Source: an optimization exercise on an open RTL-to-GDS flow (aim: small area). Production flows keep margins and buffers that such runs may drop. For this run, only the layout was checked, not whether the RTL still works. No activity file was given, so power comes from the tool's default toggle rates.

==> design.v <==
module data_ingress #(
    parameter int DATA_W = 32,
    parameter int ADC_W = 16
) (
    input logic clk,
    input logic rst,
    output logic [DATA_W-1:0] m_tdata,
    output logic m_tvalid,
    input  logic m_tready,
    output logic m_tlast,
    output logic [7:0] m_tuser,
    input logic [15:0]adc_ch0,
    input logic [15:0]adc_ch1,
    input logic adc_valid
);
    logic tvalid_reg;
    logic [DATA_W-1:0] tdata_reg;
    assign m_tvalid = tvalid_reg;
    assign m_tdata = tdata_reg;
    assign m_tlast = 1'b0;
    assign m_tuser = '0;
    always_ff @( posedge clk ) begin
        if (rst) begin
            tvalid_reg<=1'b0;
            tdata_reg<='0;
        end
        else begin
            if(!tvalid_reg && adc_valid) begin
                tdata_reg<={adc_ch1,adc_ch0};
                tvalid_reg<=1'b1;
            end
            else if(tvalid_reg && m_tready) begin
                tvalid_reg<=1'b0;
            end
        end
    end
endmodule
module axi_capture_controller #(
    parameter int DATA_W = 32,
    parameter int USER_W = 8,
    parameter int TS_W   = 32
)(
    input  logic clk,
    input  logic rst,
    input  logic [DATA_W-1:0] s_tdata,
    input  logic s_tvalid,
    output logic s_tready,
    input  logic s_tlast,
    input  logic [USER_W-1:0] s_tuser,
    output logic [DATA_W-1:0] m_tdata,
    output logic m_tvalid,
    input  logic m_tready,
    output logic m_tlast,
    output logic [USER_W-1:0] m_tuser,
    input  logic trigger_in,
    input  logic [15:0] debounce_cycles,
    input  logic [15:0] capture_length,
    input  logic [TS_W-1:0] timestamp_counter,
    output logic [TS_W-1:0] latched_timestamp,
    output logic capture_active
);
typedef enum logic [1:0] {IDLE, CAPTURE} state_t;
state_t state_curr, state_next;
logic trigger_sync, trigger_prev;
logic trigger_rise;
logic [15:0] debounce_cnt;
logic trigger_valid;
logic trigger_latched;
logic [15:0] sample_count;
wire sample_fire;
wire last_sample;
always_ff @(posedge clk) begin
    if (rst) begin
        trigger_sync <= 0;
        trigger_prev <= 0;
    end else begin
        trigger_sync <= trigger_in;
        trigger_prev <= trigger_sync;
    end
end
assign trigger_rise = trigger_sync & ~trigger_prev;
always_ff @(posedge clk) begin
    if (rst)
        debounce_cnt <= 0;
    else if (trigger_rise)
        debounce_cnt <= (debounce_cycles == 0) ? 16'd1 : debounce_cycles;
    else if (debounce_cnt != 0)
        debounce_cnt <= debounce_cnt - 1;
end
assign trigger_valid = (debounce_cnt == 16'd1);
assign sample_fire = s_tvalid && s_tready;
assign capture_active = (state_curr == CAPTURE);
assign s_tready = (state_curr == CAPTURE) && m_tready;
assign m_tvalid = (state_curr == CAPTURE) && s_tvalid;
assign m_tdata  = s_tdata;
assign m_tuser  = s_tuser;
assign last_sample =
    (state_curr == CAPTURE) &&
    sample_fire &&
    (sample_count == capture_length - 1);
assign m_tlast = last_sample;
always_ff @(posedge clk) begin
    if (rst)
        state_curr <= IDLE;
    else
        state_curr <= state_next;
end
always_comb begin
    state_next = state_curr;
    case (state_curr)
        IDLE:
            if (trigger_valid && !trigger_latched)
                state_next = CAPTURE;
        CAPTURE:
            if (last_sample)
                state_next = IDLE;
    endcase
end
always_ff @(posedge clk) begin
    if (rst)
        sample_count <= 0;
    else if (state_curr == IDLE)
        sample_count <= 0;
    else if (sample_fire && state_curr==CAPTURE)
        sample_count <= sample_count + 1;
end
always_ff @(posedge clk) begin
    if (rst)
        latched_timestamp <= 0;
    else if (state_curr == IDLE && trigger_valid)
        latched_timestamp <= timestamp_counter;
end
always_ff @(posedge clk) begin
    if (rst)
        trigger_latched <= 0;
    else if (state_curr == CAPTURE)
        trigger_latched <= 1;
    else if (!trigger_sync)
        trigger_latched <= 0;
end
endmodule
module axi_fifo #(
    parameter int DATA_W = 32,
    parameter int USER_W = 8,
    parameter int DEPTH  = 16
)(
    input logic clk,
    input logic rst,
    input  logic [DATA_W-1:0] s_tdata,
    input  logic s_tvalid,
    output logic s_tready,
    input  logic s_tlast,
    input  logic [USER_W-1:0] s_tuser,
    output logic [DATA_W-1:0] m_tdata,
    output logic m_tvalid,
    input  logic m_tready,
    output logic m_tlast,
    output logic [USER_W-1:0] m_tuser
);
localparam int ENTRY_W = DATA_W + 1 + USER_W;
logic [ENTRY_W-1:0] mem [0:DEPTH-1];
logic [ENTRY_W-1:0] out_reg;
logic out_valid;
logic [$clog2(DEPTH)-1:0] wr_ptr, rd_ptr;
logic [$clog2(DEPTH)-1:0] rd_ptr_next;
logic [$clog2(DEPTH+1)-1:0] count;
wire push = s_tvalid && s_tready;
wire pop  = m_tvalid && m_tready;
assign s_tready = (count < DEPTH);
assign m_tvalid = out_valid;
assign rd_ptr_next = (rd_ptr == DEPTH-1) ? '0 : rd_ptr + 1'b1;
assign m_tdata = out_reg[ENTRY_W-1 -: DATA_W];
assign m_tlast = out_reg[USER_W];
assign m_tuser = out_reg[USER_W-1:0];
always_ff @(posedge clk) begin
    if (rst) begin
        wr_ptr    <= '0;
        rd_ptr    <= '0;
        count     <= '0;
        out_valid <= 1'b0;
    end else begin
        if(push) begin
            mem[wr_ptr] <= {s_tdata, s_tlast, s_tuser};
            wr_ptr<= (wr_ptr == DEPTH-1) ? '0 : wr_ptr + 1'b1;
        end
        if (!out_valid&& count != 0) begin
            out_reg<= mem[rd_ptr];
            out_valid <= 1'b1;
        end
        else if(pop) begin
            rd_ptr<= rd_ptr_next;
            if(count>1) begin
               out_reg <= mem[rd_ptr_next];
            end
            else if(push) begin
                out_reg <= {s_tdata, s_tlast, s_tuser};
            end
            else begin
                out_valid <= 0;
            end
        end
        case({push, pop})
            2'b10: count <= count + 1'b1;
            2'b01: count <= count - 1'b1;
            default: ;
        endcase
    end
end
endmodule
module axi_packetizer #(
    parameter int DATA_W = 32,
    parameter int USER_W = 8
) (
    input logic clk,
    input logic rst,
    input  logic [DATA_W-1:0] s_tdata,
    input  logic s_tvalid,
    output logic s_tready,
    input  logic s_tlast,
    input  logic [USER_W-1:0] s_tuser,
    output logic [31:0] m_tdata,
    output logic m_tvalid,
    input  logic m_tready,
    output logic m_tlast,
    input logic [31:0] timestamp_latched,
    input logic [7:0] capture_len_cfg,
    input logic [15:0] error_flags
);
typedef enum logic [3:0]{
    ST_IDLE,
    ST_HEADER,
    ST_TIMESTAMP,
    ST_CHNID,
    ST_SAMPLECOUNT,
    ST_PAYLOAD,
    ST_INFO,
    ST_DONE
} trans_state ;
trans_state state_curr, state_next;
localparam logic [31:0] header=32'h30415144;
logic [31:0] payload_reg;
logic word_active;
logic [7:0] channel_id;
logic [7:0] sample_cnt;
logic [1:0] byte_idx;
logic [7:0] payload_byte_cnt;
logic[1:0] sample_byte_idx;
logic [7:0] capture_len_latched;
logic [31:0] timestamp_reg;
logic [15:0] error_flags_reg;
wire notify_out = m_tvalid && m_tready;
wire notify_in = s_tvalid && s_tready;
always_ff @(posedge clk) begin
    if(rst) state_curr <= ST_IDLE;
    else state_curr <= state_next;
end
always_ff @( posedge clk ) begin 
    if (rst) begin
        byte_idx <= 0;
        sample_cnt <= '0;
        payload_byte_cnt <= 0;
        word_active <= 0;
        sample_byte_idx<='0;
    end
    else begin
        if (state_curr != state_next) byte_idx<=0;
        else if (notify_out) byte_idx<=byte_idx + 1;
        if (state_curr == ST_IDLE && notify_in && state_next == ST_HEADER) begin
            payload_byte_cnt<= 0;
            sample_cnt<=0;
            channel_id <= s_tuser[3:0];
            capture_len_latched <= capture_len_cfg;
            timestamp_reg <= timestamp_latched;
            error_flags_reg <= error_flags;
        end
        if (state_curr == ST_PAYLOAD && notify_in && !word_active) begin
            payload_reg<= s_tdata;
            payload_byte_cnt<= payload_byte_cnt+1;
            sample_byte_idx <= 0;
            word_active <= 1;
            sample_cnt <= sample_cnt+1;
        end
        if (state_curr == ST_PAYLOAD && notify_out && word_active) begin
            sample_byte_idx<=sample_byte_idx+1;
            if (sample_byte_idx == 2'd3) word_active <=0;
        end
        end
end
always_ff @(posedge clk) begin
    if (rst) begin
        m_tvalid <= 1'b0;
        m_tdata  <= 8'h0;
        m_tlast  <= 1'b0;
    end else begin
        m_tvalid <= 1'b0;
        m_tlast  <= 1'b0;
        case (state_next) 
            ST_IDLE: begin
                m_tdata <= 8'h0;
            end
            ST_HEADER: begin
                m_tvalid <= 1'b1;
                m_tdata  <= header >> (8 * (state_curr == ST_HEADER ? (notify_out ? byte_idx + 1 : byte_idx) : 0));
            end
            ST_TIMESTAMP: begin
                m_tvalid <= 1'b1;
                m_tdata  <= timestamp_reg >> (8 * (state_curr == ST_TIMESTAMP ? (notify_out ? byte_idx + 1 : byte_idx) : 0));
            end
            ST_CHNID: begin
                m_tvalid <= 1'b1;
                m_tdata  <= channel_id;
            end
            ST_SAMPLECOUNT: begin
                m_tvalid <= 1'b1;
                m_tdata  <= capture_len_latched;
            end
            ST_PAYLOAD: begin
                if (word_active || (state_curr == ST_IDLE && notify_in)) begin
                    m_tvalid <= 1'b1;
                    m_tdata  <= (word_active) ? (payload_reg >> (8 * sample_byte_idx)) : s_tdata[7:0];
                end
            end
            ST_INFO: begin
                m_tvalid <= 1'b1;
                m_tdata  <= error_flags_reg >> (8 * (state_curr == ST_INFO ? (notify_out ? byte_idx + 1 : byte_idx) : 0));
            end
            ST_DONE: begin
                m_tvalid <= 1'b1;
                m_tdata  <= 8'h00;
                m_tlast  <= 1'b1;
            end
        endcase
    end
end
always_comb begin
    state_next = state_curr;
    s_tready = 1'b0;
    case (state_curr)
        ST_IDLE: begin
            s_tready = 1'b1;
            if (notify_in) state_next = ST_HEADER;
        end
        ST_HEADER: begin
            if (notify_out && byte_idx == 2'd3) state_next = ST_TIMESTAMP;
        end
        ST_TIMESTAMP: begin
            if (notify_out && byte_idx == 2'd3) state_next = ST_CHNID;
        end
        ST_CHNID: begin
            if (notify_out) state_next = ST_SAMPLECOUNT;
        end
        ST_SAMPLECOUNT: begin
            if (notify_out) state_next = ST_PAYLOAD;
        end
        ST_PAYLOAD: begin
            s_tready = !word_active;
            if (notify_out && sample_byte_idx == 2'd3 && sample_cnt == capture_len_latched) 
                state_next = ST_INFO;
        end
        ST_INFO: begin
            if (notify_out && byte_idx == 1'd1) state_next = ST_DONE; 
        end
        ST_DONE: begin
            if (notify_out) state_next = ST_IDLE;
        end
    endcase
end
endmodule
module usb_tx_if #(
    parameter DATA_W = 32
)(
    input  logic clk,
    input  logic rst,
    input  logic [DATA_W-1:0] s_tdata,
    input  logic s_tvalid,
    output logic s_tready,
    input  logic s_tlast,
    output logic [DATA_W-1:0] usb_data,
    output logic usb_wr_en,
    input  logic usb_full
);
    logic write_enable;
    assign s_tready = ~usb_full;
    assign write_enable = s_tvalid & ~usb_full;
    always_ff @(posedge clk) begin
        if (rst) begin
            usb_data <= '0;
            usb_wr_en <= 1'b0;
        end
        else begin
            usb_wr_en <= write_enable;
            if (write_enable) begin
                usb_data <= s_tdata;
            end
        end
    end
endmodule
module daq_top (
    input logic clk,
    input logic rst,
    input logic [15:0] adc_ch0,
    input logic [15:0] adc_ch1,
    input logic adc_valid,
    input logic trigger_in,
    input logic [31:0] timestamp_counter,
    input logic [7:0] capture_len_cfg,
    input logic [15:0] error_flags,
    input logic usb_full,
    output logic [7:0] tx_data,
    output logic tx_valid,
    input  logic tx_ready,
    output logic tx_last,
    output logic capture_active,
    output logic [31:0]usb_data,
    output logic usb_wr_en
);
    logic [31:0] ingress_tdata;
    logic ingress_tvalid, ingress_tready, ingress_tlast;
    logic [7:0] ingress_tuser;
    logic [31:0] capture_tdata;
    logic capture_tvalid, capture_tready, capture_tlast;
    logic [7:0] capture_tuser;
    logic [31:0] fifo_tdata;
    logic fifo_tvalid, fifo_tready, fifo_tlast;
    logic [7:0] fifo_tuser;
    logic [31:0] packet_tdata;
    logic packet_tvalid, packet_tready, packet_tlast;
    logic [31:0] latched_timestamp;
    logic usb_ready;
    data_ingress u_ingress (
        .clk(clk),
        .rst(rst),
        .m_tdata(ingress_tdata),
        .m_tvalid(ingress_tvalid),
        .m_tready(ingress_tready),
        .m_tlast(ingress_tlast),
        .m_tuser(ingress_tuser),
        .adc_ch0(adc_ch0),
        .adc_ch1(adc_ch1),
        .adc_valid(adc_valid)
    );
    axi_capture_controller u_capture (
        .clk(clk),
        .rst(rst),
        .s_tdata(ingress_tdata),
        .s_tvalid(ingress_tvalid),
        .s_tready(ingress_tready),
        .s_tlast(ingress_tlast),
        .s_tuser(ingress_tuser),
        .m_tdata(capture_tdata),
        .m_tvalid(capture_tvalid),
        .m_tready(capture_tready),
        .m_tlast(capture_tlast),
        .m_tuser(capture_tuser),
        .trigger_in(trigger_in),
        .debounce_cycles(16'd2),
        .capture_length({{8{1'b0}},capture_len_cfg}),
        .timestamp_counter(timestamp_counter),
        .latched_timestamp(latched_timestamp),
        .capture_active(capture_active)
    );
    axi_fifo u_fifo (
        .clk(clk),
        .rst(rst),
        .s_tdata(capture_tdata),
        .s_tvalid(capture_tvalid),
        .s_tready(capture_tready),
        .s_tlast(capture_tlast),
        .s_tuser(capture_tuser),
        .m_tdata(fifo_tdata),
        .m_tvalid(fifo_tvalid),
        .m_tready(fifo_tready),
        .m_tlast(fifo_tlast),
        .m_tuser(fifo_tuser)
    );
    axi_packetizer u_packetizer (
        .clk(clk),
        .rst(rst),
        .s_tdata(fifo_tdata),
        .s_tvalid(fifo_tvalid),
        .s_tready(fifo_tready),
        .s_tlast(fifo_tlast),
        .s_tuser(fifo_tuser),
        .m_tdata(packet_tdata),
        .m_tvalid(packet_tvalid),
        .m_tready(packet_tready),
        .m_tlast(packet_tlast),
        .timestamp_latched(latched_timestamp),
        .capture_len_cfg(capture_len_cfg),
        .error_flags(error_flags)
    );
    usb_tx_if usb_tx_inst (
        .clk(clk),
        .rst(rst),
        .s_tdata(packet_tdata),
        .s_tvalid(packet_tvalid),
        .s_tready(usb_ready),
        .s_tlast(packet_tlast),
        .usb_data(usb_data),
        .usb_wr_en(usb_wr_en),
        .usb_full(usb_full)
    );
    assign tx_data  = packet_tdata[7:0];
    assign tx_valid = packet_tvalid;
    assign packet_tready = usb_ready & tx_ready;
    assign tx_last  = packet_tlast;
endmodule
==> run.sh <==
#!/bin/bash
# synth_recipe.tcl (not shown) runs the flow's synth.tcl, then flattens the netlist and writes it again
# the make line also repeats each setting of config.mk as NAME=value (left out here)
make -C /OpenROAD-flow-scripts/flow DESIGN_CONFIG=/design/flow/config.mk WORK_HOME=/design/flow/orfs CLKGATE_MAP_FILE= SYNTH_SCRIPT=/design/flow/synth_recipe.tcl finish
==> config.mk <==
export PLATFORM = sky130hd
export DESIGN_NAME = daq_top
export DESIGN_NICKNAME = daq_top
export VERILOG_FILES = /design/flow/design.v
export SDC_FILE = /design/flow/constraint.sdc
export NUM_CORES = 4
export LEC_CHECK = 0
export CAP_MARGIN = 20
export CORE_MARGIN = 2
export CORE_UTILIZATION = 40
export SLEW_MARGIN = 20
==> constraint.sdc <==
create_clock -name core_clock -period 5.0 [get_ports {clk}]
set_input_delay 1.0000 -clock core_clock [delete_from_list [all_inputs] [get_ports {clk}]]
set_output_delay 1.0000 -clock core_clock [all_outputs]
set_load 0.01 [all_outputs]
==> Flow_metrics.wiki <==
{| class="wikitable"
! Metric !! Value
|-
| DRC viols || 0
|-
| Number of distinct standard cells referenced by the synthesized netlist || 80
|-
| Share of Yosys cell area claimed by the top area cell type || between 50% and 60%
|-
| Max Buffers Root-to-Sink || 3
|-
| Highest layer used for signal routing || met5
|-
| Cell count after synthesis || between 2000 and 3000
|-
| Maxcap violations || 0
|-
| Total negative setup slack || 0 ns
|-
| Max-slew violation count || 0
|-
| First-pass GRT wire length || between 150 and 200 mm
|-
| Most Frequent Cell on Critical Path || inv_1
|-
| Share of final-layout standard cells stronger than drive strength 1 || 21.0%
|-
| Met1 layer wirelength in the final routing || approximately 44 mm
|-
| Relative slew margins || 26.6%
|-
| Die footprint || 96800 um2
|-
| Critical path, cell by cell || inv_1 > or3_1 > nor3b_2 > nor2_1 > inv_1 > o21ai_0 > a21oi_4
|-
| Data required time of the critical path || around 5.3 ns
|-
| Die boundary height || 311 um
|-
| Post-DRT Antenna Nets || 0
|-
| Antenna violations before repair || 3
|-
| Number of rows created at floorplan || roughly 110
|-
| Placed inst area || a little over 40000 um2
|-
| CP arrival || roughly 4.0 ns
|-
| Maximum achievable frequency || roughly 270 MHz
|-
| Number of levels in the clock H-tree || 3
|-
| Number of enable flip-flop cells after synthesis || ~630
|-
| Area fraction in and, or, nand and nor cells after synthesis || 8.08%
|-
| Arithmetic-cell share of the synthesized area counting full adders, half adders and majority gates || 0.796%
|-
| Via count of the first global-routing pass || 23444
|-
| Multiplexer area fraction after synthesis || between 20% and 30%
|-
| Transition at the pin with the smallest max-transition slack || roughly 1.1 ns
|-
| Chip width || between 300 and 400 um
|-
| Parity-gate share of the synthesized area counting xor and xnor cells || between 1 and 1.5%
|-
| Overall routed net length || about 100 mm
|-
| Vias per cell || between 5 and 6
|-
| CTS clock-pin slew for the worst setup and hold paths || around 0.06 ns
|-
| Async set-or-reset flop fraction in the synthesized netlist || 0%
|-
| Final Cycle Share || 74.8%
|-
| Flip-flop count of the largest register after layout || between 500 and 600
|-
| Pin count of the biggest net entering global routing || between 90 and 100
|-
| Number of setup violations in the final report || 0
|-
| Number of synthesized register bits || 835
|-
| Startpoint Class || flip-flop
|-
| Share of the synthesized area in compound gates (AO/OA/AOI/OAI) || 5.85%
|-
| Worst min-delay path class || reg2reg
|-
| Most common cell after layout, fill and taps aside || edfxtp_1
|-
| Post-Syn Nets || 2717
|-
| Sequential cell area fraction in the yosys report || approximately 61%
|-
| Area growth from synthesis to final layout || 16.0%
|-
| Cell area after technology mapping || about 38000 um2
|-
| Wire length on met2 || slightly above 50 mm
|-
| Start-to-end type of the worst setup path || reg2reg
|-
| Number of diodes added for antenna fixing || 0
|-
| Largest stage delay on the critical path || roughly 0.84 ns
|-
| Most used flip-flop cell after synthesis || edfxtp_1
|-
| Leading post-synthesis cells by cell area || edfxtp_1 50%, mux4_2 16%, dfxtp_1 11%, nand2_1 3.8%, mux2i_1 3.2%
|-
| IO Count || roughly 140
|-
| TritonCTS clock tree || built
|-
| Final Net Count || between 2000 and 3000
|-
| Router iterations before antenna repair || 8
|-
| Global-route total usage across every layer || between 20% and 30%
|-
| Slowest cell on the critical path || a21oi_4
|-
| Count of input and output buffers || roughly 140
|-
| RSZ-0062 raised after global routing || no
|-
| RePlAce Congestion || roughly 0.87
|-
| Clk_skew || about 0.021 ns
|-
| PD cells || between 400 and 500 nW/um2
|-
| Max rail drop VDD || 0.295 mV
|-
| Register ranked first by flip-flop count || u_fifo.mem
|-
| Minimum clock period after layout || approximately 3.7 ns
|-
| Static Leak || approximately 14 nW
|-
| Commonest non-fill, non-tap cells in the layout || 632 x edfxtp_1, 386 x nand2_1, 266 x mux4_2
|-
| Cell at the root of the clock tree || clkbuf_16
|-
| Total number of yosys warnings || 5
|-
| Initial Util || about two fifths
|-
| Number of buffers created by CTS || 88
|-
| Count of endpoints failing hold in the final timing report || 0
|-
| Final Worst Setup Slack || about 1.3 ns
|-
| Post-route cell area || 43800 um2
|-
| HPWL Detailed || 64.3 mm
|-
| Average size of a mapped cell || 14.5 um2
|-
| Setup bufs post-CTS || 0
|-
| Via count || between 20000 and 25000
|-
| Number of clock sinks seen by CTS || around 840
|-
| Clock latency on the worst-skew pair || ~0.66 ns
|-
| Nature of the critical path endpoint || flip-flop
|-
| Area of the core || about 93000 um2
|-
| Cts hold-fix bufs || 0
|-
| Pre-CTS setup slack || between 1 and 1.5 ns
|-
| Routed wire per std cell || roughly 26 um
|-
| Initial DRC count || around 2300
|-
| Total grt overflow || 0
|-
| Result of the run || timing/DRC/antenna clean
|-
| Detail Route met3 WL || 6.80 mm
|-
| Worst-path fanout max || 32
|-
| Post-CTS sizing || 0
|-
| Dominant combinational cell family by area after synthesis || multiplexers
|-
| Library cell with the largest summed area after synthesis || edfxtp_1
|}
==> through the flow <==
step | instances | hold slack [ns] | utilization (%) | power, mW
floorplan | 2599 | 0.400 | - | 11.4
global placement | 3871 | 0.402 | 43.6 | 13.0
detailed placement | 3871 | 0.405 | 43.6 | 13.1
CTS | 4037 | 0.416 | 46.8 | 19.8
global route | 4038 | 0.427 | 46.8 | 20.5
finish | 4038 | 0.415 | 46.8 | 19.7
==> metal layers <==
| layer | global-route usage, % | vias to the layer above |
|---|---|---|
| met5 | 0 | - |
| li1 | - | 10293 |
| met2 | 35.2 | 963 |
| met3 | 3.49 | 182 |
| met1 | 28.8 | 12005 |
| met4 | 6.37 | 2 |
==> kinds of logic after synthesis <==
kind of cell,after synthesis
AND/OR/NAND/NOR,691
adder cells (fa/ha/maj),24
AO/OA/AOI/OAI,350
flip-flops,835
multiplexers,438
buffers and inverters,206
XOR/XNOR,55
==> cell type report <==
class | instances | area, um2
fill | 8033 | 49700
sequential | 835 | 23100
multi-input combinational | 1558 | 14000
clock buffer | 112 | 2450
timing repair buffer | 206 | 2030
tap | 1254 | 1570
clock inverter | 54 | 558
inverter | 19 | 71.3
==> report_power, final <==
part / internal, mW / switching, mW / leakage, nW
clock network: 3.91 / 2.79 / 1.47
registers: 8.03 / 0.415 / 7.46
logic: 1.82 / 2.71 / 4.81
==> worst max-delay path, delay by kind of cell, from the launching register on <==
kind / cells / cell delay, ns
compound gates: 2 / 1.07
buf+inv: 2 / 0.48
flops: 1 / 0.62
simple gates: 3 / 1.17
==> path summary, 6_finish.rpt <==
kind,slack (ns),endpoint,start,depth (start not counted)
worst min register to register,0.42,u_packetizer.payload_reg[29]$_DFFE_PP_,u_fifo.out_reg[38]$_DFFE_PP_,0
worst min-delay path,0.42,u_packetizer.payload_reg[29]$_DFFE_PP_,u_fifo.out_reg[38]$_DFFE_PP_,0
worst max register to register,1.26,u_fifo.out_reg[34]$_DFFE_PP_,u_packetizer.state_curr[0]$_SDFF_PP0_,7
worst max-delay path,1.26,u_fifo.out_reg[34]$_DFFE_PP_,u_packetizer.state_curr[0]$_SDFF_PP0_,7
==> synth_stat cells, drive strengths merged, types with 6 or more instances <==
| cell type | n |
|---|---|
| nand2b | 9 |
| dfxtp | 203 |
| nor2b | 10 |
| nor3 | 20 |
| and2 | 7 |
| nor2 | 139 |
| a32oi | 7 |
| or3 | 10 |
| nand3 | 49 |
| and3 | 12 |
| a222oi | 7 |
| mux2i | 121 |
| o2bb2ai | 6 |
| xnor2 | 33 |
| edfxtp | 632 |
| buf | 81 |
| o21ai | 52 |
| a221o | 8 |
| inv | 19 |
| o211ai | 13 |
| nand2 | 386 |
| clkbuf | 106 |
| mux4 | 266 |
| a22oi | 13 |
| a211oi | 14 |
| nor4 | 12 |
| a21oi | 146 |
| ha | 24 |
| xor2 | 22 |
| a31oi | 44 |
| mux2 | 51 |

==> re-timing with driven ports <==
In the flow no input, the clock included, has a driving cell. The finished layout below was timed again as built, in two steps.
Step 1: set_driving_cell puts a clkbuf_16 on clk and a buf_2 on each other input, an assumption about the parent block.
Step 2 moves the port delays by t, midway between the first and last clock arrival at a register: inputs arrive t later, outputs are due t later. That takes back most of the time a late clock gives input paths.
a / b / c = ideal ports / drivers / drivers and shift; a / b = the first two.
t, ns: 0.716
setup WS [ns]: 1.261 / 1.261 / 0.890
worst slew at a driven data input, ns: 0.16
After both steps setup and hold are still met in this run. The setup slack of this run moves by 0.000 ns with the drivers and by -0.371 ns with both steps.
